This design comes from an exercise in tuning for small area, a short achievable clock period and few clock cycles on the open sky130 flow, not from production work.
Where RTL was checked, it was by simulation tests only, not by an equivalence proof against the original.
The RTL of run 3 was laid out without a check of its function.

## flow/run.sh

```bash
#!/bin/bash
# synth_recipe.tcl (not shown) runs the flow's synth.tcl, then flattens the netlist and writes it again
# the make line also repeats each setting of config.mk as NAME=value (left out here)
make -C /OpenROAD-flow-scripts/flow DESIGN_CONFIG=/design/flow/config.mk WORK_HOME=/design/flow/orfs CLKGATE_MAP_FILE= SYNTH_SCRIPT=/design/flow/synth_recipe.tcl finish
```

## flow/config.mk

```make
export PLATFORM = sky130hd
export DESIGN_NAME = CONVEX
export DESIGN_NICKNAME = CONVEX
export VERILOG_FILES = /design/flow/design.v
export SDC_FILE = /design/flow/constraint.sdc
export NUM_CORES = 4
export LEC_CHECK = 0
export CAP_MARGIN = 20
export CORE_MARGIN = 2
export CORE_UTILIZATION = 55
export CTS_CLUSTER_DIAMETER = 140
export CTS_CLUSTER_SIZE = 24
export SETUP_SLACK_MARGIN = 5
export SLEW_MARGIN = 20
```

## flow/constraint.sdc

```tcl
create_clock -name core_clock -period 8.5 [get_ports {CLK}]
set_input_delay 1.7000 -clock core_clock [delete_from_list [all_inputs] [get_ports {CLK}]]
set_output_delay 1.7000 -clock core_clock [all_outputs]
set_load 0.01 [all_outputs]
```

## flow/design.v

```verilog
module CONVEX(
input               CLK,
input               RST,
input       [4:0]   PT_XY,
output              READ_PT,
output reg  [9:0]   DROP_X,
output reg  [9:0]   DROP_Y,
output reg          DROP_V);
reg  [2:0]  rx_cnt;
reg  [19:0] rx;
reg         rx_full;
reg  [19:0] pn;
reg         pn_v;
reg  [1:0]  npts;
reg         rp_n;                           
assign      READ_PT = !rp_n;
wire        accept   = READ_PT && (rx_cnt == 3'd0 || rx_cnt == 3'd1);
wire [2:0]  rx_cnt_n = accept ? 3'd4 : (rx_cnt != 3'd0 ? rx_cnt - 3'd1 : 3'd0);
wire        rx_done  = (rx_cnt == 3'd1);
wire        pn_take;                        
wire        pn_free  = !pn_v || pn_take;
wire        rx_move  = rx_full && pn_free;
wire        rx_byp   = rx_done && pn_free;
wire        rx_full_n = (rx_done && !pn_free) || (rx_full && !rx_move);
wire        pn_v_n    = rx_move || rx_byp || (pn_v && !pn_take);
always @(posedge CLK) begin
    if (rx_cnt != 3'd0) rx <= {rx[14:0], PT_XY};
    if (rx_move)     pn <= rx;
    else if (rx_byp) pn <= {rx[14:0], PT_XY};
end
always @(posedge CLK or posedge RST) begin
    if (RST) begin
        rx_cnt  <= 3'd0;
        rx_full <= 1'b0;
        pn_v    <= 1'b0;
        rp_n    <= 1'b0;
    end
    else begin
        rx_cnt  <= rx_cnt_n;
        rx_full <= rx_full_n;
        pn_v    <= pn_v_n;
        rp_n    <= !(!rx_full_n && (rx_cnt_n == 3'd0 || (rx_cnt_n == 3'd1 && !pn_v_n)));
    end
end
reg  [19:0] Q [0:11];
reg  [3:0]  cnt;
wire        pop;
reg  [1:0]  npush;
reg  [19:0] D0, D1;
wire [3:0]  base = cnt - {3'd0, pop};
wire        s3_v, s3_first, s3_last, s3_vis;
wire [19:0] s3_A;
reg  [12:0] at;                             
integer k, j;
always @(*) begin
    for (k = 0; k < 13; k = k + 1) at[k] = (cnt == k);
end
wire        base_odd = cnt[0] ^ pop;
wire [19:0] DE = base_odd ? D1 : D0;        
wire [19:0] DO = base_odd ? D0 : D1;        
always @(posedge CLK) begin
    for (j = 0; j < 12; j = j + 1) begin
        if (pop ? (at[j+1] || at[j]) : (at[j] || (j > 0 && at[(j > 0) ? j - 1 : 0])))
            Q[j] <= (j % 2 == 0) ? DE : DO;
        else if (pop && j < 11)
            Q[j] <= Q[(j < 11) ? j + 1 : 11];
    end
end
always @(posedge CLK or posedge RST) begin
    if (RST) cnt <= 4'd0;
    else     cnt <= vout ? cnt_n1 : cnt_n0;
end
reg         in_pass, need_last;
reg  [3:0]  tc;                             
reg  [19:0] PT, R0;
reg         r0_ok;                          
reg         fin;                            
reg  [3:0]  Hp;                             
wire        fin_set;
wire [3:0]  Hp_new;
reg         s1_v, s2_v;
wire [1:0]  ip      = {1'b0, s1_v} + {1'b0, s2_v};
wire [19:0] A       = (ip == 2'd0) ? Q[0] : (ip == 2'd1) ? Q[1] : Q[2];
wire [19:0] B       = need_last ? R0 : (ip == 2'd0) ? Q[1] : (ip == 2'd1) ? Q[2] : Q[3];
wire        avail2  = (cnt >= {2'd0, ip} + 4'd2);
wire        all_normal = fin && (tc + 4'd1 == Hp);
wire        last_is = in_pass && need_last && r0_ok;
wire        start   = (!in_pass || last_is) && pn_v && npts == 2'd2;
wire        direct  = pn_v && npts != 2'd2;             
wire        normal  = in_pass && !need_last && !all_normal && avail2;
assign      pn_take = start || direct;
wire        issue   = normal || last_is;
assign      pop     = s2_v;                 
always @(posedge CLK) begin
    if (start) PT <= pn;
end
always @(posedge CLK or posedge RST) begin
    if (RST) begin
        in_pass   <= 1'b0;
        need_last <= 1'b0;
        tc        <= 4'd0;
        npts      <= 2'd0;
        fin       <= 1'b0;
        Hp        <= 4'd0;
    end
    else begin
        if (direct) begin
            npts <= npts + 2'd1;
            if (npts == 2'd1) begin
                fin <= 1'b1;
                Hp  <= 4'd2;
            end
        end
        if (last_is) begin
            in_pass   <= 1'b0;
            need_last <= 1'b0;
            fin       <= 1'b0;
        end
        if (start) begin
            in_pass <= 1'b1;
            tc      <= 4'd0;
        end
        else if (normal) begin
            tc <= tc + 4'd1;
            if (fin && tc + 4'd2 == Hp) need_last <= 1'b1;
        end
        else if (in_pass && !need_last && all_normal)
            need_last <= 1'b1;
        if (fin_set) begin
            fin <= 1'b1;
            Hp  <= Hp_new;
        end
    end
end
reg         s1_first, s1_last;
reg  [10:0] s1_aX, s1_nY;
reg  [5:0]  s1_oneY, s1_twoY, s1_negY, s1_oneX, s1_twoX, s1_negX;
reg         s2_first, s2_last;
reg  [22:0] s2_r0, s2_r1, s2_r2;
function [17:0] booth;
    input [10:0] m;
    reg   [12:0] e;
    integer k;
    begin
        e = {m[10], m, 1'b0};
        for (k = 0; k < 6; k = k + 1) begin
            booth[k]      = e[2*k+1] ^ e[2*k];
            booth[6 + k]  = (e[2*k+2] & ~e[2*k+1] & ~e[2*k]) | (~e[2*k+2] & e[2*k+1] & e[2*k]);
            booth[12 + k] = e[2*k+2];
        end
    end
endfunction
wire [10:0] i_bX = {1'b0, B[19:10]} - {1'b0, PT[19:10]};
wire [10:0] i_bY = {1'b0, B[9:0]}   - {1'b0, PT[9:0]};
always @(posedge CLK) begin
    s1_aX <= {1'b0, A[19:10]} - {1'b0, PT[19:10]};
    s1_nY <= {1'b0, PT[9:0]}     - {1'b0, A[9:0]};
    {s1_negY, s1_twoY, s1_oneY} <= booth(i_bY);
    {s1_negX, s1_twoX, s1_oneX} <= booth(i_bX);
    s1_first <= (tc == 4'd0) && !need_last;
    s1_last  <= need_last;
end
wire [22:0] cs_r0, cs_r1, cs_r2;
CXS cxs(.aX(s1_aX), .nY(s1_nY),
        .oneY(s1_oneY), .twoY(s1_twoY), .negY(s1_negY),
        .oneX(s1_oneX), .twoX(s1_twoX), .negX(s1_negX),
        .r0(cs_r0), .r1(cs_r1), .r2(cs_r2));
always @(posedge CLK) begin
    s2_r0 <= cs_r0;
    s2_r1 <= cs_r1;
    s2_r2 <= cs_r2;
    s2_first <= s1_first;
    s2_last  <= s1_last;
end
wire [22:0] cs_s = s2_r0 ^ s2_r1 ^ s2_r2;
wire [22:0] cs_c = {(s2_r0[21:0] & s2_r1[21:0]) | (s2_r0[21:0] & s2_r2[21:0]) | (s2_r1[21:0] & s2_r2[21:0]), 1'b0};
wire [22:0] cs_t = cs_s + cs_c;
assign      s3_v     = s2_v;
assign      s3_first = s2_first;
assign      s3_last  = s2_last;
assign      s3_vis   = cs_t[22];
assign      s3_A     = Q[0];                  
always @(posedge CLK or posedge RST) begin
    if (RST) begin
        s1_v <= 1'b0;
        s2_v <= 1'b0;
    end
    else begin
        s1_v <= issue;
        s2_v <= s1_v;
    end
end
reg         prev_vis, vis0, anyvis;
reg  [19:0] PD;
reg  [3:0]  Hrun;
reg         pend, pend_drop0, pend_ins0, pend_inside;
wire        vin   = prev_vis;
wire        vout  = s3_vis;
wire        dec   = s3_v && !s3_first;
wire        drop  = dec && vin && vout;
wire        ins   = dec && vout && !vin;
wire        drop0 = vout && vis0;
wire        ins0  = vis0 && !vout;
wire [3:0]  Hrun_m2 = Hrun - 4'd2;
wire [3:0]  Hrun_m1 = Hrun - 4'd1;
wire [3:0]  Hrun_p1 = Hrun + 4'd1;
wire [3:0]  Hrun_n  = !vout ? Hrun : vin ? Hrun_m1 : Hrun_p1;
assign      fin_set = dec && s3_last;
wire [3:0]  Hp_v0   = vis0 ? Hrun_p1 : Hrun;
wire [3:0]  Hp_v1   = vin ? (vis0 ? Hrun_m2 : Hrun_m1) : (vis0 ? Hrun : Hrun_p1);
assign      Hp_new  = vout ? Hp_v1 : Hp_v0;
wire [1:0]  pend_n  = pend_drop0 ? 2'd0 : pend_ins0 ? 2'd2 : 2'd1;
wire [1:0]  npush0  = direct ? 2'd1 : pend ? pend_n : dec ? 2'd1 : 2'd0;
wire [1:0]  npush1  = direct ? 2'd1 : pend ? pend_n : dec ? (vin ? 2'd0 : 2'd2) : 2'd0;
wire [3:0]  cnt_n0  = (npush0 == 2'd0) ? base : (npush0 == 2'd1) ? base + 4'd1 : base + 4'd2;
wire [3:0]  cnt_n1  = (npush1 == 2'd0) ? base : (npush1 == 2'd1) ? base + 4'd1 : base + 4'd2;
always @(*) begin
    npush = vout ? npush1 : npush0;
    D0 = direct ? pn : pend ? R0 : s3_A;
    D1 = PD;
end
always @(posedge CLK) begin
    if (s3_v && s3_first) begin
        R0 <= s3_A;
        PD <= PT;
        vis0 <= s3_vis;
        prev_vis <= s3_vis;
        anyvis <= s3_vis;
        Hrun <= Hp;
    end
    else if (dec) begin
        prev_vis <= s3_vis;
        anyvis <= anyvis | s3_vis;
        Hrun <= Hrun_n;
    end
    if (fin_set) begin
        pend_drop0  <= drop0;
        pend_ins0   <= ins0;
        pend_inside <= !(anyvis || vout);
    end
end
always @(posedge CLK or posedge RST) begin
    if (RST) begin
        pend  <= 1'b0;
        r0_ok <= 1'b0;
    end
    else begin
        pend  <= fin_set;
        r0_ok <= start ? 1'b0 : (s3_v && s3_first) ? 1'b1 : r0_ok;
    end
end
always @(posedge CLK) begin
    if (pend)
        {DROP_X, DROP_Y} <= pend_drop0 ? R0 : PD;
    else
        {DROP_X, DROP_Y} <= s3_A;
end
always @(posedge CLK or posedge RST) begin
    if (RST) DROP_V <= 1'b0;
    else     DROP_V <= pend ? (pend_drop0 || pend_inside) : drop;
end
endmodule
module CXS(input [10:0] aX, input [10:0] nY,
           input [5:0] oneY, input [5:0] twoY, input [5:0] negY,
           input [5:0] oneX, input [5:0] twoX, input [5:0] negX,
           output [22:0] r0, output [22:0] r1, output [22:0] r2);
wire pY0_0 = ((oneY[0] & aX[0]) | (twoY[0] & 1'b0)) ^ negY[0];
wire pY0_1 = ((oneY[0] & aX[1]) | (twoY[0] & aX[0])) ^ negY[0];
wire pY0_2 = ((oneY[0] & aX[2]) | (twoY[0] & aX[1])) ^ negY[0];
wire pY0_3 = ((oneY[0] & aX[3]) | (twoY[0] & aX[2])) ^ negY[0];
wire pY0_4 = ((oneY[0] & aX[4]) | (twoY[0] & aX[3])) ^ negY[0];
wire pY0_5 = ((oneY[0] & aX[5]) | (twoY[0] & aX[4])) ^ negY[0];
wire pY0_6 = ((oneY[0] & aX[6]) | (twoY[0] & aX[5])) ^ negY[0];
wire pY0_7 = ((oneY[0] & aX[7]) | (twoY[0] & aX[6])) ^ negY[0];
wire pY0_8 = ((oneY[0] & aX[8]) | (twoY[0] & aX[7])) ^ negY[0];
wire pY0_9 = ((oneY[0] & aX[9]) | (twoY[0] & aX[8])) ^ negY[0];
wire pY0_10 = ((oneY[0] & aX[10]) | (twoY[0] & aX[9])) ^ negY[0];
wire pY0_11 = ((oneY[0] & aX[10]) | (twoY[0] & aX[10])) ^ negY[0];
wire pY1_0 = ((oneY[1] & aX[0]) | (twoY[1] & 1'b0)) ^ negY[1];
wire pY1_1 = ((oneY[1] & aX[1]) | (twoY[1] & aX[0])) ^ negY[1];
wire pY1_2 = ((oneY[1] & aX[2]) | (twoY[1] & aX[1])) ^ negY[1];
wire pY1_3 = ((oneY[1] & aX[3]) | (twoY[1] & aX[2])) ^ negY[1];
wire pY1_4 = ((oneY[1] & aX[4]) | (twoY[1] & aX[3])) ^ negY[1];
wire pY1_5 = ((oneY[1] & aX[5]) | (twoY[1] & aX[4])) ^ negY[1];
wire pY1_6 = ((oneY[1] & aX[6]) | (twoY[1] & aX[5])) ^ negY[1];
wire pY1_7 = ((oneY[1] & aX[7]) | (twoY[1] & aX[6])) ^ negY[1];
wire pY1_8 = ((oneY[1] & aX[8]) | (twoY[1] & aX[7])) ^ negY[1];
wire pY1_9 = ((oneY[1] & aX[9]) | (twoY[1] & aX[8])) ^ negY[1];
wire pY1_10 = ((oneY[1] & aX[10]) | (twoY[1] & aX[9])) ^ negY[1];
wire pY1_11 = ((oneY[1] & aX[10]) | (twoY[1] & aX[10])) ^ negY[1];
wire pY2_0 = ((oneY[2] & aX[0]) | (twoY[2] & 1'b0)) ^ negY[2];
wire pY2_1 = ((oneY[2] & aX[1]) | (twoY[2] & aX[0])) ^ negY[2];
wire pY2_2 = ((oneY[2] & aX[2]) | (twoY[2] & aX[1])) ^ negY[2];
wire pY2_3 = ((oneY[2] & aX[3]) | (twoY[2] & aX[2])) ^ negY[2];
wire pY2_4 = ((oneY[2] & aX[4]) | (twoY[2] & aX[3])) ^ negY[2];
wire pY2_5 = ((oneY[2] & aX[5]) | (twoY[2] & aX[4])) ^ negY[2];
wire pY2_6 = ((oneY[2] & aX[6]) | (twoY[2] & aX[5])) ^ negY[2];
wire pY2_7 = ((oneY[2] & aX[7]) | (twoY[2] & aX[6])) ^ negY[2];
wire pY2_8 = ((oneY[2] & aX[8]) | (twoY[2] & aX[7])) ^ negY[2];
wire pY2_9 = ((oneY[2] & aX[9]) | (twoY[2] & aX[8])) ^ negY[2];
wire pY2_10 = ((oneY[2] & aX[10]) | (twoY[2] & aX[9])) ^ negY[2];
wire pY2_11 = ((oneY[2] & aX[10]) | (twoY[2] & aX[10])) ^ negY[2];
wire pY3_0 = ((oneY[3] & aX[0]) | (twoY[3] & 1'b0)) ^ negY[3];
wire pY3_1 = ((oneY[3] & aX[1]) | (twoY[3] & aX[0])) ^ negY[3];
wire pY3_2 = ((oneY[3] & aX[2]) | (twoY[3] & aX[1])) ^ negY[3];
wire pY3_3 = ((oneY[3] & aX[3]) | (twoY[3] & aX[2])) ^ negY[3];
wire pY3_4 = ((oneY[3] & aX[4]) | (twoY[3] & aX[3])) ^ negY[3];
wire pY3_5 = ((oneY[3] & aX[5]) | (twoY[3] & aX[4])) ^ negY[3];
wire pY3_6 = ((oneY[3] & aX[6]) | (twoY[3] & aX[5])) ^ negY[3];
wire pY3_7 = ((oneY[3] & aX[7]) | (twoY[3] & aX[6])) ^ negY[3];
wire pY3_8 = ((oneY[3] & aX[8]) | (twoY[3] & aX[7])) ^ negY[3];
wire pY3_9 = ((oneY[3] & aX[9]) | (twoY[3] & aX[8])) ^ negY[3];
wire pY3_10 = ((oneY[3] & aX[10]) | (twoY[3] & aX[9])) ^ negY[3];
wire pY3_11 = ((oneY[3] & aX[10]) | (twoY[3] & aX[10])) ^ negY[3];
wire pY4_0 = ((oneY[4] & aX[0]) | (twoY[4] & 1'b0)) ^ negY[4];
wire pY4_1 = ((oneY[4] & aX[1]) | (twoY[4] & aX[0])) ^ negY[4];
wire pY4_2 = ((oneY[4] & aX[2]) | (twoY[4] & aX[1])) ^ negY[4];
wire pY4_3 = ((oneY[4] & aX[3]) | (twoY[4] & aX[2])) ^ negY[4];
wire pY4_4 = ((oneY[4] & aX[4]) | (twoY[4] & aX[3])) ^ negY[4];
wire pY4_5 = ((oneY[4] & aX[5]) | (twoY[4] & aX[4])) ^ negY[4];
wire pY4_6 = ((oneY[4] & aX[6]) | (twoY[4] & aX[5])) ^ negY[4];
wire pY4_7 = ((oneY[4] & aX[7]) | (twoY[4] & aX[6])) ^ negY[4];
wire pY4_8 = ((oneY[4] & aX[8]) | (twoY[4] & aX[7])) ^ negY[4];
wire pY4_9 = ((oneY[4] & aX[9]) | (twoY[4] & aX[8])) ^ negY[4];
wire pY4_10 = ((oneY[4] & aX[10]) | (twoY[4] & aX[9])) ^ negY[4];
wire pY4_11 = ((oneY[4] & aX[10]) | (twoY[4] & aX[10])) ^ negY[4];
wire pY5_0 = ((oneY[5] & aX[0]) | (twoY[5] & 1'b0)) ^ negY[5];
wire pY5_1 = ((oneY[5] & aX[1]) | (twoY[5] & aX[0])) ^ negY[5];
wire pY5_2 = ((oneY[5] & aX[2]) | (twoY[5] & aX[1])) ^ negY[5];
wire pY5_3 = ((oneY[5] & aX[3]) | (twoY[5] & aX[2])) ^ negY[5];
wire pY5_4 = ((oneY[5] & aX[4]) | (twoY[5] & aX[3])) ^ negY[5];
wire pY5_5 = ((oneY[5] & aX[5]) | (twoY[5] & aX[4])) ^ negY[5];
wire pY5_6 = ((oneY[5] & aX[6]) | (twoY[5] & aX[5])) ^ negY[5];
wire pY5_7 = ((oneY[5] & aX[7]) | (twoY[5] & aX[6])) ^ negY[5];
wire pY5_8 = ((oneY[5] & aX[8]) | (twoY[5] & aX[7])) ^ negY[5];
wire pY5_9 = ((oneY[5] & aX[9]) | (twoY[5] & aX[8])) ^ negY[5];
wire pY5_10 = ((oneY[5] & aX[10]) | (twoY[5] & aX[9])) ^ negY[5];
wire pY5_11 = ((oneY[5] & aX[10]) | (twoY[5] & aX[10])) ^ negY[5];
wire pX0_0 = ((oneX[0] & nY[0]) | (twoX[0] & 1'b0)) ^ negX[0];
wire pX0_1 = ((oneX[0] & nY[1]) | (twoX[0] & nY[0])) ^ negX[0];
wire pX0_2 = ((oneX[0] & nY[2]) | (twoX[0] & nY[1])) ^ negX[0];
wire pX0_3 = ((oneX[0] & nY[3]) | (twoX[0] & nY[2])) ^ negX[0];
wire pX0_4 = ((oneX[0] & nY[4]) | (twoX[0] & nY[3])) ^ negX[0];
wire pX0_5 = ((oneX[0] & nY[5]) | (twoX[0] & nY[4])) ^ negX[0];
wire pX0_6 = ((oneX[0] & nY[6]) | (twoX[0] & nY[5])) ^ negX[0];
wire pX0_7 = ((oneX[0] & nY[7]) | (twoX[0] & nY[6])) ^ negX[0];
wire pX0_8 = ((oneX[0] & nY[8]) | (twoX[0] & nY[7])) ^ negX[0];
wire pX0_9 = ((oneX[0] & nY[9]) | (twoX[0] & nY[8])) ^ negX[0];
wire pX0_10 = ((oneX[0] & nY[10]) | (twoX[0] & nY[9])) ^ negX[0];
wire pX0_11 = ((oneX[0] & nY[10]) | (twoX[0] & nY[10])) ^ negX[0];
wire pX1_0 = ((oneX[1] & nY[0]) | (twoX[1] & 1'b0)) ^ negX[1];
wire pX1_1 = ((oneX[1] & nY[1]) | (twoX[1] & nY[0])) ^ negX[1];
wire pX1_2 = ((oneX[1] & nY[2]) | (twoX[1] & nY[1])) ^ negX[1];
wire pX1_3 = ((oneX[1] & nY[3]) | (twoX[1] & nY[2])) ^ negX[1];
wire pX1_4 = ((oneX[1] & nY[4]) | (twoX[1] & nY[3])) ^ negX[1];
wire pX1_5 = ((oneX[1] & nY[5]) | (twoX[1] & nY[4])) ^ negX[1];
wire pX1_6 = ((oneX[1] & nY[6]) | (twoX[1] & nY[5])) ^ negX[1];
wire pX1_7 = ((oneX[1] & nY[7]) | (twoX[1] & nY[6])) ^ negX[1];
wire pX1_8 = ((oneX[1] & nY[8]) | (twoX[1] & nY[7])) ^ negX[1];
wire pX1_9 = ((oneX[1] & nY[9]) | (twoX[1] & nY[8])) ^ negX[1];
wire pX1_10 = ((oneX[1] & nY[10]) | (twoX[1] & nY[9])) ^ negX[1];
wire pX1_11 = ((oneX[1] & nY[10]) | (twoX[1] & nY[10])) ^ negX[1];
wire pX2_0 = ((oneX[2] & nY[0]) | (twoX[2] & 1'b0)) ^ negX[2];
wire pX2_1 = ((oneX[2] & nY[1]) | (twoX[2] & nY[0])) ^ negX[2];
wire pX2_2 = ((oneX[2] & nY[2]) | (twoX[2] & nY[1])) ^ negX[2];
wire pX2_3 = ((oneX[2] & nY[3]) | (twoX[2] & nY[2])) ^ negX[2];
wire pX2_4 = ((oneX[2] & nY[4]) | (twoX[2] & nY[3])) ^ negX[2];
wire pX2_5 = ((oneX[2] & nY[5]) | (twoX[2] & nY[4])) ^ negX[2];
wire pX2_6 = ((oneX[2] & nY[6]) | (twoX[2] & nY[5])) ^ negX[2];
wire pX2_7 = ((oneX[2] & nY[7]) | (twoX[2] & nY[6])) ^ negX[2];
wire pX2_8 = ((oneX[2] & nY[8]) | (twoX[2] & nY[7])) ^ negX[2];
wire pX2_9 = ((oneX[2] & nY[9]) | (twoX[2] & nY[8])) ^ negX[2];
wire pX2_10 = ((oneX[2] & nY[10]) | (twoX[2] & nY[9])) ^ negX[2];
wire pX2_11 = ((oneX[2] & nY[10]) | (twoX[2] & nY[10])) ^ negX[2];
wire pX3_0 = ((oneX[3] & nY[0]) | (twoX[3] & 1'b0)) ^ negX[3];
wire pX3_1 = ((oneX[3] & nY[1]) | (twoX[3] & nY[0])) ^ negX[3];
wire pX3_2 = ((oneX[3] & nY[2]) | (twoX[3] & nY[1])) ^ negX[3];
wire pX3_3 = ((oneX[3] & nY[3]) | (twoX[3] & nY[2])) ^ negX[3];
wire pX3_4 = ((oneX[3] & nY[4]) | (twoX[3] & nY[3])) ^ negX[3];
wire pX3_5 = ((oneX[3] & nY[5]) | (twoX[3] & nY[4])) ^ negX[3];
wire pX3_6 = ((oneX[3] & nY[6]) | (twoX[3] & nY[5])) ^ negX[3];
wire pX3_7 = ((oneX[3] & nY[7]) | (twoX[3] & nY[6])) ^ negX[3];
wire pX3_8 = ((oneX[3] & nY[8]) | (twoX[3] & nY[7])) ^ negX[3];
wire pX3_9 = ((oneX[3] & nY[9]) | (twoX[3] & nY[8])) ^ negX[3];
wire pX3_10 = ((oneX[3] & nY[10]) | (twoX[3] & nY[9])) ^ negX[3];
wire pX3_11 = ((oneX[3] & nY[10]) | (twoX[3] & nY[10])) ^ negX[3];
wire pX4_0 = ((oneX[4] & nY[0]) | (twoX[4] & 1'b0)) ^ negX[4];
wire pX4_1 = ((oneX[4] & nY[1]) | (twoX[4] & nY[0])) ^ negX[4];
wire pX4_2 = ((oneX[4] & nY[2]) | (twoX[4] & nY[1])) ^ negX[4];
wire pX4_3 = ((oneX[4] & nY[3]) | (twoX[4] & nY[2])) ^ negX[4];
wire pX4_4 = ((oneX[4] & nY[4]) | (twoX[4] & nY[3])) ^ negX[4];
wire pX4_5 = ((oneX[4] & nY[5]) | (twoX[4] & nY[4])) ^ negX[4];
wire pX4_6 = ((oneX[4] & nY[6]) | (twoX[4] & nY[5])) ^ negX[4];
wire pX4_7 = ((oneX[4] & nY[7]) | (twoX[4] & nY[6])) ^ negX[4];
wire pX4_8 = ((oneX[4] & nY[8]) | (twoX[4] & nY[7])) ^ negX[4];
wire pX4_9 = ((oneX[4] & nY[9]) | (twoX[4] & nY[8])) ^ negX[4];
wire pX4_10 = ((oneX[4] & nY[10]) | (twoX[4] & nY[9])) ^ negX[4];
wire pX4_11 = ((oneX[4] & nY[10]) | (twoX[4] & nY[10])) ^ negX[4];
wire pX5_0 = ((oneX[5] & nY[0]) | (twoX[5] & 1'b0)) ^ negX[5];
wire pX5_1 = ((oneX[5] & nY[1]) | (twoX[5] & nY[0])) ^ negX[5];
wire pX5_2 = ((oneX[5] & nY[2]) | (twoX[5] & nY[1])) ^ negX[5];
wire pX5_3 = ((oneX[5] & nY[3]) | (twoX[5] & nY[2])) ^ negX[5];
wire pX5_4 = ((oneX[5] & nY[4]) | (twoX[5] & nY[3])) ^ negX[5];
wire pX5_5 = ((oneX[5] & nY[5]) | (twoX[5] & nY[4])) ^ negX[5];
wire pX5_6 = ((oneX[5] & nY[6]) | (twoX[5] & nY[5])) ^ negX[5];
wire pX5_7 = ((oneX[5] & nY[7]) | (twoX[5] & nY[6])) ^ negX[5];
wire pX5_8 = ((oneX[5] & nY[8]) | (twoX[5] & nY[7])) ^ negX[5];
wire pX5_9 = ((oneX[5] & nY[9]) | (twoX[5] & nY[8])) ^ negX[5];
wire pX5_10 = ((oneX[5] & nY[10]) | (twoX[5] & nY[9])) ^ negX[5];
wire pX5_11 = ((oneX[5] & nY[10]) | (twoX[5] & nY[10])) ^ negX[5];
wire neg5s = negY[5] ^ negX[5];
wire neg5c = negY[5] & negX[5];
wire w1 = pY0_6 ^ pY1_4;
wire w2 = pY0_6 & pY1_4;
wire w3 = pY0_8 ^ pY1_6 ^ pY2_4;
wire w4 = (pY0_8 & pY1_6) | (pY0_8 & pY2_4) | (pY1_6 & pY2_4);
wire w5 = pY3_2 ^ pY4_0;
wire w6 = pY3_2 & pY4_0;
wire w7 = pY0_9 ^ pY1_7 ^ pY2_5;
wire w8 = (pY0_9 & pY1_7) | (pY0_9 & pY2_5) | (pY1_7 & pY2_5);
wire w9 = pY3_3 ^ pY4_1;
wire w10 = pY3_3 & pY4_1;
wire w11 = pY0_10 ^ pY1_8 ^ pY2_6;
wire w12 = (pY0_10 & pY1_8) | (pY0_10 & pY2_6) | (pY1_8 & pY2_6);
wire w13 = pY3_4 ^ pY4_2 ^ pY5_0;
wire w14 = (pY3_4 & pY4_2) | (pY3_4 & pY5_0) | (pY4_2 & pY5_0);
wire w15 = pX0_10 ^ pX1_8 ^ pX2_6;
wire w16 = (pX0_10 & pX1_8) | (pX0_10 & pX2_6) | (pX1_8 & pX2_6);
wire w17 = ~pY0_11 ^ pY1_9 ^ pY2_7;
wire w18 = (~pY0_11 & pY1_9) | (~pY0_11 & pY2_7) | (pY1_9 & pY2_7);
wire w19 = pY3_5 ^ pY4_3 ^ pY5_1;
wire w20 = (pY3_5 & pY4_3) | (pY3_5 & pY5_1) | (pY4_3 & pY5_1);
wire w21 = ~pX0_11 ^ pX1_9 ^ pX2_7;
wire w22 = (~pX0_11 & pX1_9) | (~pX0_11 & pX2_7) | (pX1_9 & pX2_7);
wire w23 = pX3_5 ^ pX4_3;
wire w24 = pX3_5 & pX4_3;
wire w25 = pY1_10 ^ pY2_8 ^ pY3_6;
wire w26 = (pY1_10 & pY2_8) | (pY1_10 & pY3_6) | (pY2_8 & pY3_6);
wire w27 = pY4_4 ^ pY5_2 ^ pX1_10;
wire w28 = (pY4_4 & pY5_2) | (pY4_4 & pX1_10) | (pY5_2 & pX1_10);
wire w29 = pX2_8 ^ pX3_6 ^ pX4_4;
wire w30 = (pX2_8 & pX3_6) | (pX2_8 & pX4_4) | (pX3_6 & pX4_4);
wire w31 = ~pY1_11 ^ pY2_9 ^ pY3_7;
wire w32 = (~pY1_11 & pY2_9) | (~pY1_11 & pY3_7) | (pY2_9 & pY3_7);
wire w33 = pY4_5 ^ pY5_3 ^ ~pX1_11;
wire w34 = (pY4_5 & pY5_3) | (pY4_5 & ~pX1_11) | (pY5_3 & ~pX1_11);
wire w35 = pX2_9 ^ pX3_7;
wire w36 = pX2_9 & pX3_7;
wire w37 = pY2_10 ^ pY3_8 ^ pY4_6;
wire w38 = (pY2_10 & pY3_8) | (pY2_10 & pY4_6) | (pY3_8 & pY4_6);
wire w39 = ~pY2_11 ^ pY3_9;
wire w40 = ~pY2_11 & pY3_9;
wire w41 = pY0_4 ^ pY1_2 ^ pY2_0;
wire w42 = (pY0_4 & pY1_2) | (pY0_4 & pY2_0) | (pY1_2 & pY2_0);
wire w43 = pY0_5 ^ pY1_3;
wire w44 = pY0_5 & pY1_3;
wire w45 = w1 ^ pY2_2 ^ pY3_0;
wire w46 = (w1 & pY2_2) | (w1 & pY3_0) | (pY2_2 & pY3_0);
wire w47 = negY[3] ^ pX0_6 ^ pX1_4;
wire w48 = (negY[3] & pX0_6) | (negY[3] & pX1_4) | (pX0_6 & pX1_4);
wire w49 = pY0_7 ^ pY1_5 ^ pY2_3;
wire w50 = (pY0_7 & pY1_5) | (pY0_7 & pY2_3) | (pY1_5 & pY2_3);
wire w51 = pY3_1 ^ pX0_7 ^ pX1_5;
wire w52 = (pY3_1 & pX0_7) | (pY3_1 & pX1_5) | (pX0_7 & pX1_5);
wire w53 = pX2_3 ^ pX3_1;
wire w54 = pX2_3 & pX3_1;
wire w55 = w3 ^ w5 ^ negY[4];
wire w56 = (w3 & w5) | (w3 & negY[4]) | (w5 & negY[4]);
wire w57 = pX0_8 ^ pX1_6 ^ pX2_4;
wire w58 = (pX0_8 & pX1_6) | (pX0_8 & pX2_4) | (pX1_6 & pX2_4);
wire w59 = pX3_2 ^ pX4_0 ^ negX[4];
wire w60 = (pX3_2 & pX4_0) | (pX3_2 & negX[4]) | (pX4_0 & negX[4]);
wire w61 = w7 ^ w9 ^ pX0_9;
wire w62 = (w7 & w9) | (w7 & pX0_9) | (w9 & pX0_9);
wire w63 = pX1_7 ^ pX2_5 ^ pX3_3;
wire w64 = (pX1_7 & pX2_5) | (pX1_7 & pX3_3) | (pX2_5 & pX3_3);
wire w65 = pX4_1 ^ w4 ^ w6;
wire w66 = (pX4_1 & w4) | (pX4_1 & w6) | (w4 & w6);
wire w67 = w11 ^ w13 ^ w15;
wire w68 = (w11 & w13) | (w11 & w15) | (w13 & w15);
wire w69 = pX3_4 ^ pX4_2 ^ pX5_0;
wire w70 = (pX3_4 & pX4_2) | (pX3_4 & pX5_0) | (pX4_2 & pX5_0);
wire w71 = neg5s ^ w8 ^ w10;
wire w72 = (neg5s & w8) | (neg5s & w10) | (w8 & w10);
wire w73 = w17 ^ w19 ^ w21;
wire w74 = (w17 & w19) | (w17 & w21) | (w19 & w21);
wire w75 = w23 ^ pX5_1 ^ neg5c;
wire w76 = (w23 & pX5_1) | (w23 & neg5c) | (pX5_1 & neg5c);
wire w77 = w12 ^ w14 ^ w16;
wire w78 = (w12 & w14) | (w12 & w16) | (w14 & w16);
wire w79 = w25 ^ w27 ^ w29;
wire w80 = (w25 & w27) | (w25 & w29) | (w27 & w29);
wire w81 = pX5_2 ^ 1'b1 ^ w18;
wire w82 = (pX5_2 & 1'b1) | (pX5_2 & w18) | (1'b1 & w18);
wire w83 = w20 ^ w22 ^ w24;
wire w84 = (w20 & w22) | (w20 & w24) | (w22 & w24);
wire w85 = w31 ^ w33 ^ w35;
wire w86 = (w31 & w33) | (w31 & w35) | (w33 & w35);
wire w87 = pX4_5 ^ pX5_3 ^ 1'b1;
wire w88 = (pX4_5 & pX5_3) | (pX4_5 & 1'b1) | (pX5_3 & 1'b1);
wire w89 = w26 ^ w28 ^ w30;
wire w90 = (w26 & w28) | (w26 & w30) | (w28 & w30);
wire w91 = w37 ^ pY5_4 ^ pX2_10;
wire w92 = (w37 & pY5_4) | (w37 & pX2_10) | (pY5_4 & pX2_10);
wire w93 = pX3_8 ^ pX4_6 ^ pX5_4;
wire w94 = (pX3_8 & pX4_6) | (pX3_8 & pX5_4) | (pX4_6 & pX5_4);
wire w95 = w32 ^ w34 ^ w36;
wire w96 = (w32 & w34) | (w32 & w36) | (w34 & w36);
wire w97 = w39 ^ pY4_7 ^ pY5_5;
wire w98 = (w39 & pY4_7) | (w39 & pY5_5) | (pY4_7 & pY5_5);
wire w99 = ~pX2_11 ^ pX3_9 ^ pX4_7;
wire w100 = (~pX2_11 & pX3_9) | (~pX2_11 & pX4_7) | (pX3_9 & pX4_7);
wire w101 = pX5_5 ^ 1'b1 ^ w38;
wire w102 = (pX5_5 & 1'b1) | (pX5_5 & w38) | (1'b1 & w38);
wire w103 = pY3_10 ^ pY4_8 ^ pY5_6;
wire w104 = (pY3_10 & pY4_8) | (pY3_10 & pY5_6) | (pY4_8 & pY5_6);
wire w105 = pX3_10 ^ pX4_8 ^ pX5_6;
wire w106 = (pX3_10 & pX4_8) | (pX3_10 & pX5_6) | (pX4_8 & pX5_6);
wire w107 = ~pY3_11 ^ pY4_9 ^ pY5_7;
wire w108 = (~pY3_11 & pY4_9) | (~pY3_11 & pY5_7) | (pY4_9 & pY5_7);
wire w109 = ~pX3_11 ^ pX4_9;
wire w110 = ~pX3_11 & pX4_9;
wire w111 = pY0_2 ^ pY1_0 ^ negY[1];
wire w112 = (pY0_2 & pY1_0) | (pY0_2 & negY[1]) | (pY1_0 & negY[1]);
wire w113 = pY0_3 ^ pY1_1;
wire w114 = pY0_3 & pY1_1;
wire w115 = w41 ^ negY[2] ^ pX0_4;
wire w116 = (w41 & negY[2]) | (w41 & pX0_4) | (negY[2] & pX0_4);
wire w117 = pX1_2 ^ pX2_0;
wire w118 = pX1_2 & pX2_0;
wire w119 = w43 ^ pY2_1 ^ pX0_5;
wire w120 = (w43 & pY2_1) | (w43 & pX0_5) | (pY2_1 & pX0_5);
wire w121 = pX1_3 ^ pX2_1 ^ w42;
wire w122 = (pX1_3 & pX2_1) | (pX1_3 & w42) | (pX2_1 & w42);
wire w123 = w45 ^ w47 ^ pX2_2;
wire w124 = (w45 & w47) | (w45 & pX2_2) | (w47 & pX2_2);
wire w125 = pX3_0 ^ negX[3] ^ w44;
wire w126 = (pX3_0 & negX[3]) | (pX3_0 & w44) | (negX[3] & w44);
wire w127 = w49 ^ w51 ^ w53;
wire w128 = (w49 & w51) | (w49 & w53) | (w51 & w53);
wire w129 = w2 ^ w46 ^ w48;
wire w130 = (w2 & w46) | (w2 & w48) | (w46 & w48);
wire w131 = w55 ^ w57 ^ w59;
wire w132 = (w55 & w57) | (w55 & w59) | (w57 & w59);
wire w133 = w50 ^ w52 ^ w54;
wire w134 = (w50 & w52) | (w50 & w54) | (w52 & w54);
wire w135 = w61 ^ w63 ^ w65;
wire w136 = (w61 & w63) | (w61 & w65) | (w63 & w65);
wire w137 = w56 ^ w58 ^ w60;
wire w138 = (w56 & w58) | (w56 & w60) | (w58 & w60);
wire w139 = w67 ^ w69 ^ w71;
wire w140 = (w67 & w69) | (w67 & w71) | (w69 & w71);
wire w141 = w62 ^ w64 ^ w66;
wire w142 = (w62 & w64) | (w62 & w66) | (w64 & w66);
wire w143 = w73 ^ w75 ^ w77;
wire w144 = (w73 & w75) | (w73 & w77) | (w75 & w77);
wire w145 = w68 ^ w70 ^ w72;
wire w146 = (w68 & w70) | (w68 & w72) | (w70 & w72);
wire w147 = w79 ^ w81 ^ w83;
wire w148 = (w79 & w81) | (w79 & w83) | (w81 & w83);
wire w149 = w74 ^ w76 ^ w78;
wire w150 = (w74 & w76) | (w74 & w78) | (w76 & w78);
wire w151 = w85 ^ w87 ^ w89;
wire w152 = (w85 & w87) | (w85 & w89) | (w87 & w89);
wire w153 = w80 ^ w82 ^ w84;
wire w154 = (w80 & w82) | (w80 & w84) | (w82 & w84);
wire w155 = w91 ^ w93 ^ w95;
wire w156 = (w91 & w93) | (w91 & w95) | (w93 & w95);
wire w157 = w86 ^ w88 ^ w90;
wire w158 = (w86 & w88) | (w86 & w90) | (w88 & w90);
wire w159 = w97 ^ w99 ^ w101;
wire w160 = (w97 & w99) | (w97 & w101) | (w99 & w101);
wire w161 = w92 ^ w94 ^ w96;
wire w162 = (w92 & w94) | (w92 & w96) | (w94 & w96);
wire w163 = w103 ^ w105 ^ w40;
wire w164 = (w103 & w105) | (w103 & w40) | (w105 & w40);
wire w165 = w98 ^ w100 ^ w102;
wire w166 = (w98 & w100) | (w98 & w102) | (w100 & w102);
wire w167 = w107 ^ w109 ^ pX5_7;
wire w168 = (w107 & w109) | (w107 & pX5_7) | (w109 & pX5_7);
wire w169 = 1'b1 ^ w104 ^ w106;
wire w170 = (1'b1 & w104) | (1'b1 & w106) | (w104 & w106);
wire w171 = pY4_10 ^ pY5_8 ^ pX4_10;
wire w172 = (pY4_10 & pY5_8) | (pY4_10 & pX4_10) | (pY5_8 & pX4_10);
wire w173 = pX5_8 ^ w108 ^ w110;
wire w174 = (pX5_8 & w108) | (pX5_8 & w110) | (w108 & w110);
wire w175 = ~pY4_11 ^ pY5_9 ^ ~pX4_11;
wire w176 = (~pY4_11 & pY5_9) | (~pY4_11 & ~pX4_11) | (pY5_9 & ~pX4_11);
wire w177 = pX5_9 ^ 1'b1;
wire w178 = pX5_9 & 1'b1;
wire w179 = pY0_0 ^ negY[0];
wire w180 = pY0_0 & negY[0];
wire w181 = w111 ^ pX0_2;
wire w182 = w111 & pX0_2;
wire w183 = w113 ^ pX0_3 ^ pX1_1;
wire w184 = (w113 & pX0_3) | (w113 & pX1_1) | (pX0_3 & pX1_1);
wire w185 = w115 ^ w117 ^ negX[2];
wire w186 = (w115 & w117) | (w115 & negX[2]) | (w117 & negX[2]);
wire w187 = w119 ^ w121 ^ w116;
wire w188 = (w119 & w121) | (w119 & w116) | (w121 & w116);
wire w189 = w123 ^ w125 ^ w120;
wire w190 = (w123 & w125) | (w123 & w120) | (w125 & w120);
wire w191 = w127 ^ w129 ^ w124;
wire w192 = (w127 & w129) | (w127 & w124) | (w129 & w124);
wire w193 = w131 ^ w133 ^ w128;
wire w194 = (w131 & w133) | (w131 & w128) | (w133 & w128);
wire w195 = w135 ^ w137 ^ w132;
wire w196 = (w135 & w137) | (w135 & w132) | (w137 & w132);
wire w197 = w139 ^ w141 ^ w136;
wire w198 = (w139 & w141) | (w139 & w136) | (w141 & w136);
wire w199 = w143 ^ w145 ^ w140;
wire w200 = (w143 & w145) | (w143 & w140) | (w145 & w140);
wire w201 = w147 ^ w149 ^ w144;
wire w202 = (w147 & w149) | (w147 & w144) | (w149 & w144);
wire w203 = w151 ^ w153 ^ w148;
wire w204 = (w151 & w153) | (w151 & w148) | (w153 & w148);
wire w205 = w155 ^ w157 ^ w152;
wire w206 = (w155 & w157) | (w155 & w152) | (w157 & w152);
wire w207 = w159 ^ w161 ^ w156;
wire w208 = (w159 & w161) | (w159 & w156) | (w161 & w156);
wire w209 = w163 ^ w165 ^ w160;
wire w210 = (w163 & w165) | (w163 & w160) | (w165 & w160);
wire w211 = w167 ^ w169 ^ w164;
wire w212 = (w167 & w169) | (w167 & w164) | (w169 & w164);
wire w213 = w171 ^ w173 ^ w168;
wire w214 = (w171 & w173) | (w171 & w168) | (w173 & w168);
wire w215 = w175 ^ w177 ^ w172;
wire w216 = (w175 & w177) | (w175 & w172) | (w177 & w172);
wire w217 = pY5_10 ^ pX5_10 ^ w176;
wire w218 = (pY5_10 & pX5_10) | (pY5_10 & w176) | (pX5_10 & w176);
wire w219 = ~pY5_11 ^ ~pX5_11;
wire w220 = ~pY5_11 & ~pX5_11;
assign r0 = {w220, w219, w217, w215, w213, w211, w209, w207, w205, w203, w201, w199, w197, w195, w193, w191, w189, w187, w185, w183, w181, pY0_1, w179};
assign r1 = {1'b0, 1'b1, w178, w174, w170, w166, w162, w158, w154, w150, w146, w142, w138, w134, w130, w126, w122, w118, w114, w112, pX1_0, pX0_1, pX0_0};
assign r2 = {1'b0, w218, w216, w214, w212, w210, w208, w206, w204, w202, w200, w198, w196, w194, w192, w190, w188, w186, w184, w182, negX[1], w180, negX[0]};
endmodule
```

==> results of run 1 <==
==> worst paths after layout <==
path | startpoint | endpoint | slack (ns) | cells past startpoint
max in group asynchronous | RST | pend$_DFF_PP0_ | 6.67 | 3
min reg2reg | s1_first$_DFF_P_ | s2_first$_DFF_P_ | 0.35 | 0
min | s1_first$_DFF_P_ | s2_first$_DFF_P_ | 0.35 | 0
max | s1_aX[4]$_DFF_P_ | s2_r0[10]$_DFF_P_ | 5.11 | 9
max reg2reg | s1_aX[4]$_DFF_P_ | s2_r0[10]$_DFF_P_ | 5.11 | 9
min in group asynchronous | RST | rx_full$_DFF_PP0_ | 1.49 | 3
==> layer usage <==
layer	share of wire (%)	track usage (%)	vias up
li1	-	-	9116
met1	45	35.9	9393
met2	47	41.9	541
met3	5.4	2.61	80
met4	2.7	6.90	0
met5	0	0	-
==> layout make-up <==
type                       count  area (sq um)
clock inverter                 1          8.76
fill                        4362         20800
tap                          680           851
sequential                   524         14200
inverter                     262           997
timing repair buffer          74           711
multi-input combinational   1781         12900
clock buffer                  44           718
==> worst register-to-register path: cells and delay by family (launching register included) <==
kind                     cells  cell delay [ns]
XOR/XNOR                     1             0.19
adder cells (fa/ha/maj)      4             2.15
AO/OA/AOI/OAI                1             0.20
buffers and inverters        3             0.19
flip-flops                   1             0.64
==> through the flow <==
step	instances	instance area (sq um)	utilization, %	worst slack (ns)
after floorplan	2727	28400	-	5.01
after detailed placement	3305	29200	57.1	4.00
after CTS	3361	30100	58.9	4.99
after global placement	3305	29200	57.1	4.11
after global routing	3366	30300	59.3	4.91
final	3366	30300	59.3	5.11
==> sequential cells by signal, summed over array words and instances, names as in the netlist, 10 cells and up <==
signal and count:
s1_aX 11, R0 20, DROP_X 10, s2_r0 23, rx 20, s2_r1 21, s1_nY 11, DROP_Y 10
Q 240, PD 20, s2_r2 22, PT 20, pn 20
==> synth_stat cells, drive strengths merged, types with 3 or more instances <==
cell type,count
a41o,3
nand2b,8
a21boi,8
o21bai,3
a31oi,6
o21ai,173
a21oi,284
buf,22
nand2,214
dfrtp,28
clkinv,6
mux2,23
dfxtp,146
ha,101
or2,7
o31ai,7
fa,112
or3,4
clkbuf,138
nor2,312
nand3,17
a22oi,101
nor4,3
inv,256
a21o,12
mux2i,89
and2,6
o21a,3
o311ai,4
nor3b,3
a211o,4
a211oi,5
edfxtp,350
xor2,69
and3,3
nand4,5
xnor2,128
nand3b,5
nor2b,23
nor3,16
==> logic make-up (layout without fill, tap and decap cells) <==
logic type / after synthesis / count (layout) / synth area share [%]
AOI/OAI and AO/OA: 626 / 626 / 12.7
xor gates and xnor gates: 197 / 197 / 6.09
adders and majority gates: 213 / 213 / 12.4
buffers and inverters: 422 / 381 / 5.61
DFF: 524 / 524 / 49.9
muxes: 112 / 112 / 4.06
and+or+nand+nor: 633 / 633 / 9.33
==> timing repair <==
| action | CTS | global route |
|---|---|---|
| endpoints found under the setup margin | 73 | 56 |
| setup buffers | 11 | 5 |
| cloned | 0 | 0 |
| gates resized for setup | 16 | 50 |
| pin swaps | 6 | 14 |
==> summary.md, run 1 <==
| Metric | Value |
|---|---|
| Port Buffer Count | `28` |
| RSZ-0062 raised after global routing | `true` |
| Slew @ Worst Pin | `1.08 ns` |
| Asr flop ratio synth | `5.34%` |
| Flops & latches, synth | `524` |
| Root buffer cell | `clkbuf_16` |
| Initial antenna violation count | `0` |
| FP Rows | `83` |
| Top delay family on crit path | `adder cells` |
| Worst-Skew Late Latency | `0.61 ns` |
| Synth top area share | `37.1%` |
| WL final | `66800 um` |
| Detailed Place HPWL | `47600 um` |
| Sequential share of the synthesized area | `49.9%` |
| Largest net degree at the start of global routing | `65` |
| Setup TNS | `0 ns` |
| Minimum hold slack | `0.353 ns` |
| Hold_buf cts | `0` |
| Library cells used by synthesis | `60` |
| Cell count after synthesis | `2727` |
| Mapped Nets | `2947` |
| Die height | `231 um` |
| Pre-antenna DRT Iters | `6` |
| Syn avg cell area | `10.4 sq um` |
| Synth area leader | `edfxtp_1` |
| Outcome | `timing/DRC/antenna clean` |
| Vias in the first global route | `18.7k` |
| Ys Warns | `2` |
| Die Wd | `231 um` |
| Crit path top cell by count | `fa_1` |
| Nets | `2888` |
| Final min period | `3.39 ns` |
| Fmax | `0.295 GHz` |
| Worst path slowest cell | `dfxtp_1` |
| Initial core utilization | `55.5%` |
| Slew HR | `27.6%` |
| Most frequent cells in the layout | `350 x edfxtp_1, 307 x nor2_1, 269 x a21oi_1, 255 x inv_1, 213 x nand2_1` |
| Prevailing post-synth register cell | `edfxtp_1` |
| Setup crit start kind | `flop` |
| Post-synthesis cell area | `28300 sq um` |
| Via count | `19.1k` |
| CP peak stage delay | `0.64 ns` |
| Post-DR wirelength/cell | `19.8 um` |
| Htree depth | `1` |
| Post-synth EDFFs | `350` |
| Hold Path Class | `reg2reg` |
| CTS tree | `done` |
| Endpoint type of the worst setup path | `flop` |
| Total clock sinks | `524` |
| GRT Residual Overflow | `0` |
| Hold violation count in the final report | `0` |
| CTS Buf Count | `25` |
| Core area | `51100 sq um` |
| Final worst-path cycle share | `39.9%` |
| Routed Antenna Nets | `0` |
| MaxCap Viol Count | `0` |
| Vias/cell | `5.68` |
| Max-slew violations | `0` |
| Share of cells above drive strength 1 | `6.25%` |
| First-pass GRT wire length | `107000 um` |
| Critical path arrival | `3.96 ns` |
| Clock Skew | `0.0400 ns` |
| I/O pins | `29` |
| Synth area leaders | `edfxtp_1 37%, dfxtp_1 10%, fa_1 7.9%, a21oi_1 5.0%, ha_1 4.5%` |
| GPL Wtd Cong | `0.941` |
| Drc violations | `0` |
| CP Cell Sequence | `a22oi_1 -> xor2_1 -> fa_1 -> inv_1 -> fa_1 -> inv_1 -> fa_1 -> inv_1 -> fa_1` |
| Ant diodes | `0` |
| Req. time, crit path | `9.06 ns` |
| Final Setup Violations | `0` |
| Gr usage total | `25.4%` |
| Most common cell after layout, fill and taps aside | `edfxtp_1` |
| Die Area | `53400 sq um` |
| Setup CP Type | `reg2reg` |
| CTS max path bufs | `3` |
| Buf+Inv Stages, Crit Path | `3` |
| Initial DRC Count | `1564` |
| Clock transition at the registers of the reported paths | `0.10 ns` |
| Crit-path max FO | `11` |
| Area Growth Syn to Fin | `6.88%` |
Testbench counts, summed over its fixed seeds: cycles 23,933.
==> run 2, diff against run 1 <==
--- a/flow/config.mk
+++ b/flow/config.mk
@@ -8,7 +8,7 @@
 export CAP_MARGIN = 20
 export CORE_MARGIN = 2
 export CORE_UTILIZATION = 55
-export CTS_CLUSTER_DIAMETER = 140
-export CTS_CLUSTER_SIZE = 24
+export CTS_CLUSTER_DIAMETER = 120
+export CTS_CLUSTER_SIZE = 20
 export SETUP_SLACK_MARGIN = 5
 export SLEW_MARGIN = 20
==> summary.md, run 2 <==
| Metric | Value |
|---|---|
| MaxCap Viol Count | `0` |
| Fmax | `0.287 GHz` |
| Final min period | `3.48 ns` |
| Worst path slowest cell | `or4b_2` |
| CTS max path bufs | `3` |
| CTS tree | `done` |
| Most frequent cells in the layout | `350 x edfxtp_1, 307 x nor2_1, 270 x a21oi_1, 255 x inv_1, 213 x nand2_1` |
| Ys Warns | `2` |
| Endpoint type of the worst setup path | `flop` |
| Prevailing post-synth register cell | `edfxtp_1` |
| Dpl ws | `4.00 ns` |
| Htree depth | `1` |
| Max-slew violations | `0` |
| Die Wd | `231 um` |
| GRT Residual Overflow | `0` |
| Mapped Nets | `2947` |
| Met1 WL | `30100 um` |
| Asr flop ratio synth | `5.34%` |
| Clock transition at the registers of the reported paths | `0.10 ns` |
| Crit Reg-Reg Startpoint | `s1_v$_DFF_PP0_` |
| Nets | `2899` |
| Die Area | `53400 sq um` |
| Pre-antenna DRT Iters | `5` |
| Initial DRC Count | `1671` |
| Top-count cell post-synth | `edfxtp_1` |
| Detailed Place HPWL | `47600 um` |
| Vias/cell | `5.70` |
| Most common cell after layout, fill and taps aside | `edfxtp_1` |
| Cell count after synthesis | `2727` |
| Critical path arrival | `4.02 ns` |
| GPL Wtd Cong | `0.941` |
| Setup TNS | `0 ns` |
| Metal3 WL | `3510 um` |
| FP Rows | `83` |
| WL final | `67500 um` |
| RSZ-0062 raised after global routing | `true` |
| Crit path launch | `s1_v$_DFF_PP0_` |
| Max reg flops | `240` |
| Port Buffer Count | `28` |
| Clock Skew | `0.0482 ns` |
| Hold Startpoint | `s1_first$_DFF_P_` |
| Area Growth Syn to Fin | `7.64%` |
| Crit-path max FO | `11` |
| Final Setup Violations | `0` |
| Largest net degree at the start of global routing | `65` |
| Highest metal used | `met4` |
| Met2 WL | `31600 um` |
| Post-synthesis cell area | `28300 sq um` |
| Total clock sinks | `524` |
| Drc violations | `0` |
| Req. time, crit path | `9.04 ns` |
| Synth top area share | `37.1%` |
| Area taken by multi-input logic gates | `12900 sq um` |
| Outcome | `timing/DRC/antenna clean` |
| Top reg by flops | `Q` |
| Flops & latches, synth | `524` |
| Sequential share of the synthesized area | `49.9%` |
| CP peak stage delay | `0.70 ns` |
| Commonest cells in the netlist | `350 x edfxtp_1, 312 x nor2_1, 284 x a21oi_1` |
| Post-DR wirelength/cell | `20.0 um` |
| Worst-Skew Late Latency | `0.65 ns` |
| Post-synth EDFFs | `350` |
| First-pass GRT wire length | `107000 um` |
| Final worst-path cycle share | `41.0%` |
| Share of cells above drive strength 1 | `6.63%` |
| Core area | `51100 sq um` |
| Syn avg cell area | `10.4 sq um` |
| Setup crit start kind | `flop` |
| Regs by FF count | `Q x240, s2_r0 x23, s2_r2 x22` |
| Die height | `231 um` |
| Routed Antenna Nets | `0` |
| Slew HR | `27.8%` |
| Initial antenna violation count | `0` |
| Initial core utilization | `55.5%` |
| I/O pins | `29` |
| Gr usage total | `25.4%` |
| Top delay family on crit path | `simple AND/OR/NAND/NOR gates` |
| Hold Path Class | `reg2reg` |
| CTS Buf Count | `30` |
| Sequential cell area | `14200 sq um` |
| Via count | `19.3k` |
| Vias in the first global route | `18.8k` |
| Synth area leaders | `edfxtp_1 37%, dfxtp_1 10%, fa_1 7.9%, a21oi_1 5.0%, ha_1 4.5%` |
| Synth area leader | `edfxtp_1` |
| Hold violation count in the final report | `0` |
| Worst setup margin | `5.02 ns` |
| Root buffer cell | `clkbuf_16` |
| Fill count | `4334` |
| Library cells used by synthesis | `60` |
| Setup CP Type | `reg2reg` |
| Slew @ Worst Pin | `1.08 ns` |
| Ant diodes | `0` |
| Buf+Inv Stages, Crit Path | `5` |
| CP Cell Sequence | `inv_1 -> ha_4 -> buf_6 -> buf_4 -> buf_12 -> mux2i_1 -> nor2_1 -> a21oi_1 -> o21ai_0 -> ha_1 -> or4b_2 -> o2111ai_1 -> nor2_1 -> inv_1 -> mux2i_1` |
-- run 2: cell counts after synthesis --
Identical to the previous run, type by type.
-- run 2: layout make-up --
| cell class | count | area share, % |
|---|---|---|
| multi-input cells | 1781 | 42.2 |
| clock buffers | 52 | 2.73 |
| flip-flops and latches | 524 | 46.4 |
| clock inverters | 2 | 0.152 |
| repair buffers | 80 | 2.53 |
| well taps | 680 | 2.79 |
| inverters | 262 | 3.27 |
-- run 2: final timing paths --
kind / end / slack (ns) / cells past startpoint
worst max-delay path: s1_twoX[4]$_DFF_P_ / 5.02 / 15
worst min-delay path: s2_first$_DFF_P_ / 0.35 / 0
worst max register to register: s1_twoX[4]$_DFF_P_ / 5.02 / 15
worst min register to register: s2_first$_DFF_P_ / 0.35 / 0
max in group asynchronous: pend$_DFF_PP0_ / 6.67 / 3
min in group asynchronous: rx_full$_DFF_PP0_ / 1.44 / 3
-- run 2: repair_timing --
item	4_1_cts	5_1_grt
setup endpoints to repair	73	46
hold buffers	0	0
pin swaps	7	19
cloned	0	1
setup buffers	12	9
endpoints found under the hold margin	0	0
gates resized for setup	19	52
-- run 2: cell families (layout without fill, tap and decap cells) --
family	Yosys count	count (layout)	share of synthesized area, %
AO/OA/AOI/OAI	626	626	12.7
XOR/XNOR	197	197	6.09
adder cells (fa/ha/maj)	213	213	12.4
buffers and inverters	422	396	5.61
flip-flops	524	524	49.9
multiplexers	112	112	4.06
AND/OR/NAND/NOR	633	633	9.33
-- run 2: layer usage --
metal	vias to the layer above	track usage, %
met5	-	0
met3	91	2.78
met1	9473	35.7
met2	549	41.9
li1	9162	-
met4	0	7.54
-- run 2: stage by stage --
step	util, %	cell area, sq um	instances	hold slack (ns)
floorplan	-	28400	2727	0.310
global placement	57.1	29200	3305	0.313
detailed placement	57.1	29200	3305	0.323
CTS	59.2	30300	3371	0.350
global route	59.7	30500	3381	0.357
finish	59.7	30500	3381	0.351
==> run 3, diff against run 2 <==
--- a/flow/design.v
+++ b/flow/design.v
@@ -78,13 +78,14 @@
 reg  [3:0]  Hp;                             
 wire        fin_set;
 wire [3:0]  Hp_new;
-reg         s1_v, s2_v;
+reg         s1_v, s2_v, s1_first, s1_last, s2_first, s2_last;
 wire [1:0]  ip      = {1'b0, s1_v} + {1'b0, s2_v};
 wire [19:0] A       = (ip == 2'd0) ? Q[0] : (ip == 2'd1) ? Q[1] : Q[2];
-wire [19:0] B       = need_last ? R0 : (ip == 2'd0) ? Q[1] : (ip == 2'd1) ? Q[2] : Q[3];
+wire        r0_now  = s2_v && s2_first;
+wire [19:0] B       = need_last ? (r0_ok ? R0 : Q[0]) : (ip == 2'd0) ? Q[1] : (ip == 2'd1) ? Q[2] : Q[3];
 wire        avail2  = (cnt >= {2'd0, ip} + 4'd2);
 wire        all_normal = fin && (tc + 4'd1 == Hp);
-wire        last_is = in_pass && need_last && r0_ok;
+wire        last_is = in_pass && need_last && (r0_ok || r0_now);
 wire        start   = (!in_pass || last_is) && pn_v && npts == 2'd2;
 wire        direct  = pn_v && npts != 2'd2;             
 wire        normal  = in_pass && !need_last && !all_normal && avail2;
@@ -132,10 +133,8 @@
         end
     end
 end
-reg         s1_first, s1_last;
 reg  [10:0] s1_aX, s1_nY;
 reg  [5:0]  s1_oneY, s1_twoY, s1_negY, s1_oneX, s1_twoX, s1_negX;
-reg         s2_first, s2_last;
 reg  [22:0] s2_r0, s2_r1, s2_r2;
 function [17:0] booth;
     input [10:0] m;
--- a/flow/config.mk
+++ b/flow/config.mk
@@ -5,6 +5,7 @@
 export SDC_FILE = /design/flow/constraint.sdc
 export NUM_CORES = 4
 export LEC_CHECK = 0
+export ABC_AREA = 1
 export CAP_MARGIN = 20
 export CORE_MARGIN = 2
 export CORE_UTILIZATION = 55
==> summary.md, run 3 <==
| Metric | Value |
|---|---|
| Fin cells | `3661` |
| Final worst-path cycle share | `39.8%` |
| RSZ-0062 raised after global routing | `false` |
| Max-slew violations | `0` |
| Flops & latches, synth | `524` |
| Detailed Place HPWL | `56000 um` |
| Min-Delay Path Depth | `0` |
| Die Area | `55100 sq um` |
| Synth top area share | `35.9%` |
| Via count | `20.5k` |
| Library cells used by synthesis | `55` |
| Fmax | `0.296 GHz` |
| Crit path launch | `s1_negY[4]$_DFF_P_` |
| Slew @ Worst Pin | `1.09 ns` |
| Most common cell after layout, fill and taps aside | `nand2_1` |
| Share of cells above drive strength 1 | `12.2%` |
| Regs by FF count | `Q x240, s2_r0 x23, s2_r2 x22` |
| Core area | `52700 sq um` |
| Dpl ws | `3.80 ns` |
| Nets | `3170` |
| R2R Setup Slk | `5.12 ns` |
| Final min period | `3.38 ns` |
| Fraction of the mapped netlist area in simple logic gates | `11.7%` |
| I/O pins | `29` |
| Gr usage total | `26.9%` |
| Prevailing post-synth register cell | `edfxtp_1` |
| Syn avg cell area | `9.96 sq um` |
| CTS Buf Count | `30` |
| Asr flop ratio synth | `5.34%` |
| Top reg by flops | `Q` |
| Hold Path Class | `reg2reg` |
| Mapped Nets | `3160` |
| Root buffer cell | `clkbuf_16` |
| Worst setup margin | `5.12 ns` |
| Synth area leaders | `edfxtp_1 36%, dfxtp_1 10%, nand2_1 8.4%, fa_1 7.7%, xor2_1 5.3%` |
| Port Buffer Count | `28` |
| Setup CP Type | `reg2reg` |
| First-pass GRT wire length | `117000 um` |
| GPL Wtd Cong | `0.952` |
| GRT Residual Overflow | `0` |
| Crit-path max FO | `8` |
| Mux cell area share after synthesis | `4.37%` |
| Slew HR | `27.1%` |
| Die Wd | `235 um` |
| Ys Warns | `2` |
| Post-synthesis cell area | `29300 sq um` |
| Crit Reg-Reg Startpoint | `s1_negY[4]$_DFF_P_` |
| Critical path arrival | `3.92 ns` |
| Htree depth | `1` |
| Compound-gate portion of the synthesized area | `10.5%` |
| Die height | `235 um` |
| Post-synth EDFFs | `350` |
| Initial core utilization | `55.6%` |
| Max reg flops | `240` |
| Setup crit start kind | `flop` |
| Sequential cell area | `14200 sq um` |
| Clock Skew | `0.0687 ns` |
| Endpoint type of the worst setup path | `flop` |
| Worst-Skew Late Latency | `0.66 ns` |
| Largest family of logic cells by synthesized area | `adder cells` |
| Most frequent cells in the layout | `654 x nand2_1, 368 x inv_1, 350 x edfxtp_1, 175 x xor2_1, 168 x o21ai_0` |
| Vias in the first global route | `20.1k` |
| CTS max path bufs | `3` |
| MaxCap Viol Count | `0` |
| Commonest cells in the netlist | `655 x nand2_1, 371 x inv_1, 350 x edfxtp_1` |
| Synth area leader | `edfxtp_1` |
| Hold_buf cts | `0` |
| Area taken by multi-input logic gates | `13100 sq um` |
| Setup TNS | `0 ns` |
| Initial DRC Count | `1913` |
| Initial antenna violation count | `0` |
| Reg2reg path depth | `9` |
| Drc violations | `0` |
| Xor/xnor cell area share of the yosys netlist | `5.92%` |
| Hold Startpoint | `s1_last$_DFF_P_` |
| WL final | `75700 um` |
| Cell count after synthesis | `2940` |
| Pre-antenna DRT Iters | `6` |
| Sequential share of the synthesized area | `48.3%` |
| RR Endpoint | `s2_r0[12]$_DFF_P_` |
| Ant diodes | `0` |
| Area Growth Syn to Fin | `7.75%` |
| Total clock sinks | `524` |
| Top-count cell post-synth | `nand2_1` |
| Synthesized-area fraction occupied by adder cells | `12.0%` |
| Fill count | `4572` |
| Vias/cell | `5.59` |
| FP Rows | `84` |
| Clock transition at the registers of the reported paths | `0.09 ns` |
| CTS tree | `done` |
| Hold violation count in the final report | `0` |
| Final Setup Violations | `0` |
| Routed Antenna Nets | `0` |
| Outcome | `timing/DRC/antenna clean` |
| Largest net degree at the start of global routing | `57` |
| Hold Path Sink | `s2_last$_DFF_P_` |
| Req. time, crit path | `9.05 ns` |
| Post-DR wirelength/cell | `20.7 um` |
| Post-Place Cells | `3576` |
## run 3: cell types whose count changed after synthesis, moves of 87 or more
cell      change
a21oi_1     -183
a22oi_1      -93
clkbuf_1     -94
inv_1       +115
mux2_2       +87
mux2i_1      -89
nand2_1     +441
nor2_1      -213
o22ai_1     +103
xnor2_1     -108
xor2_1      +109
## run 3: cell type report
type | instances | share of cell area (%)
flip-flops and latches | 524 | 44.8
multi-input cells | 1888 | 41.7
inverters | 421 | 5.39
well taps | 688 | 2.73
clock buffers | 52 | 2.64
repair buffers | 83 | 2.45
clock inverters | 3 | 0.242
repair inverters | 2 | 0.0396
## run 3: repair_timing
item                       in CTS  in global routing
buffers inserted                1                 24
resized for setup              21                 55
setup endpoints to repair      65                 36
cloned                          1                  3
pin swaps                       0                  1
## run 3: worst max-delay path by stage
stage                                    end  slack (ns)  cells after the start
after floorplan           s1_twoY[4]$_DFF_P_        5.06                     19
after global placement    s1_twoY[4]$_DFF_P_        3.88                     18
after detailed placement  s1_twoY[3]$_DFF_P_        3.80                     18
after CTS                   s2_r0[9]$_DFF_P_        5.01                     10
after global routing       s2_r0[14]$_DFF_P_        4.99                      9
final                      s2_r0[12]$_DFF_P_        5.12                      9
## run 3: kinds of logic after synthesis
| kind of cell | count (synthesis) |
|---|---|
| compound gates | 504 |
| simple gates | 860 |
| mux | 113 |
| xor+xnor | 198 |
| fa+ha+maj | 213 |
| flops | 524 |
| buf+inv | 528 |
## run 3: through the flow
stage	util [%]	instance area [sq um]	hold slack [ns]
finish	59.9	31600	0.334
global route	59.9	31600	0.355
CTS	59.1	31100	0.333
detailed placement	57.2	30100	0.312
global placement	57.2	30100	0.312
floorplan	-	29300	0.310
## run 3: worst max-delay path, cell delays in order, from the launching register on
cell	delay, ns
dfxtp_1	0.63
inv_2	0.21
xor2_1	0.22
fa_1	0.56
inv_1	0.06
fa_1	0.49
inv_1	0.05
fa_1	0.52
inv_1	0.05
fa_1	0.52
## run 3: layer usage
layer | share of wire, % | track usage [%] | up-vias
met1 | 44 | 37.4 | 9949
met2 | 48 | 45.0 | 653
li1 | - | - | 9715
met4 | 3.3 | 8.13 | 0
met3 | 4.9 | 2.61 | 141
met5 | 0 | 0 | -

-- port drivers added, routing unchanged --
In the flow no input, the clock included, has a driving cell. The finished layouts below were timed again as built, in two steps.
Step 1 (the two cells are an assumption about what drives the block):
set clk [get_ports {CLK}]
set_driving_cell -lib_cell sky130_fd_sc_hd__clkbuf_16 $clk
set_driving_cell -lib_cell sky130_fd_sc_hd__buf_2 [delete_from_list [all_inputs] $clk]
Step 2 moves the port delays by t, midway between the first and last clock arrival at a register: inputs arrive t later, outputs are due t later. That takes back most of the time a late clock gives input paths.
Three values: no drivers, after step 1, after step 2; two values: the first two.
| run | t, ns | setup slack, ns | hold slack, ns | worst setup path at the end | worst data-port slew with drivers (ns) |
|---|---|---|---|---|---|
| run 1 | 0.654 | 5.106 / 5.106 / 5.106 | 0.353 / 0.353 / 0.353 | register to register | 0.04 |
| run 2 | 0.674 | 5.016 / 5.016 / 5.016 | 0.351 / 0.351 / 0.351 | register to register | 0.04 |
| run 3 | 0.688 | 5.121 / 5.121 / 5.121 | 0.334 / 0.334 / 0.334 | register to register | 0.03 |
After both steps every run listed still meets setup and hold.
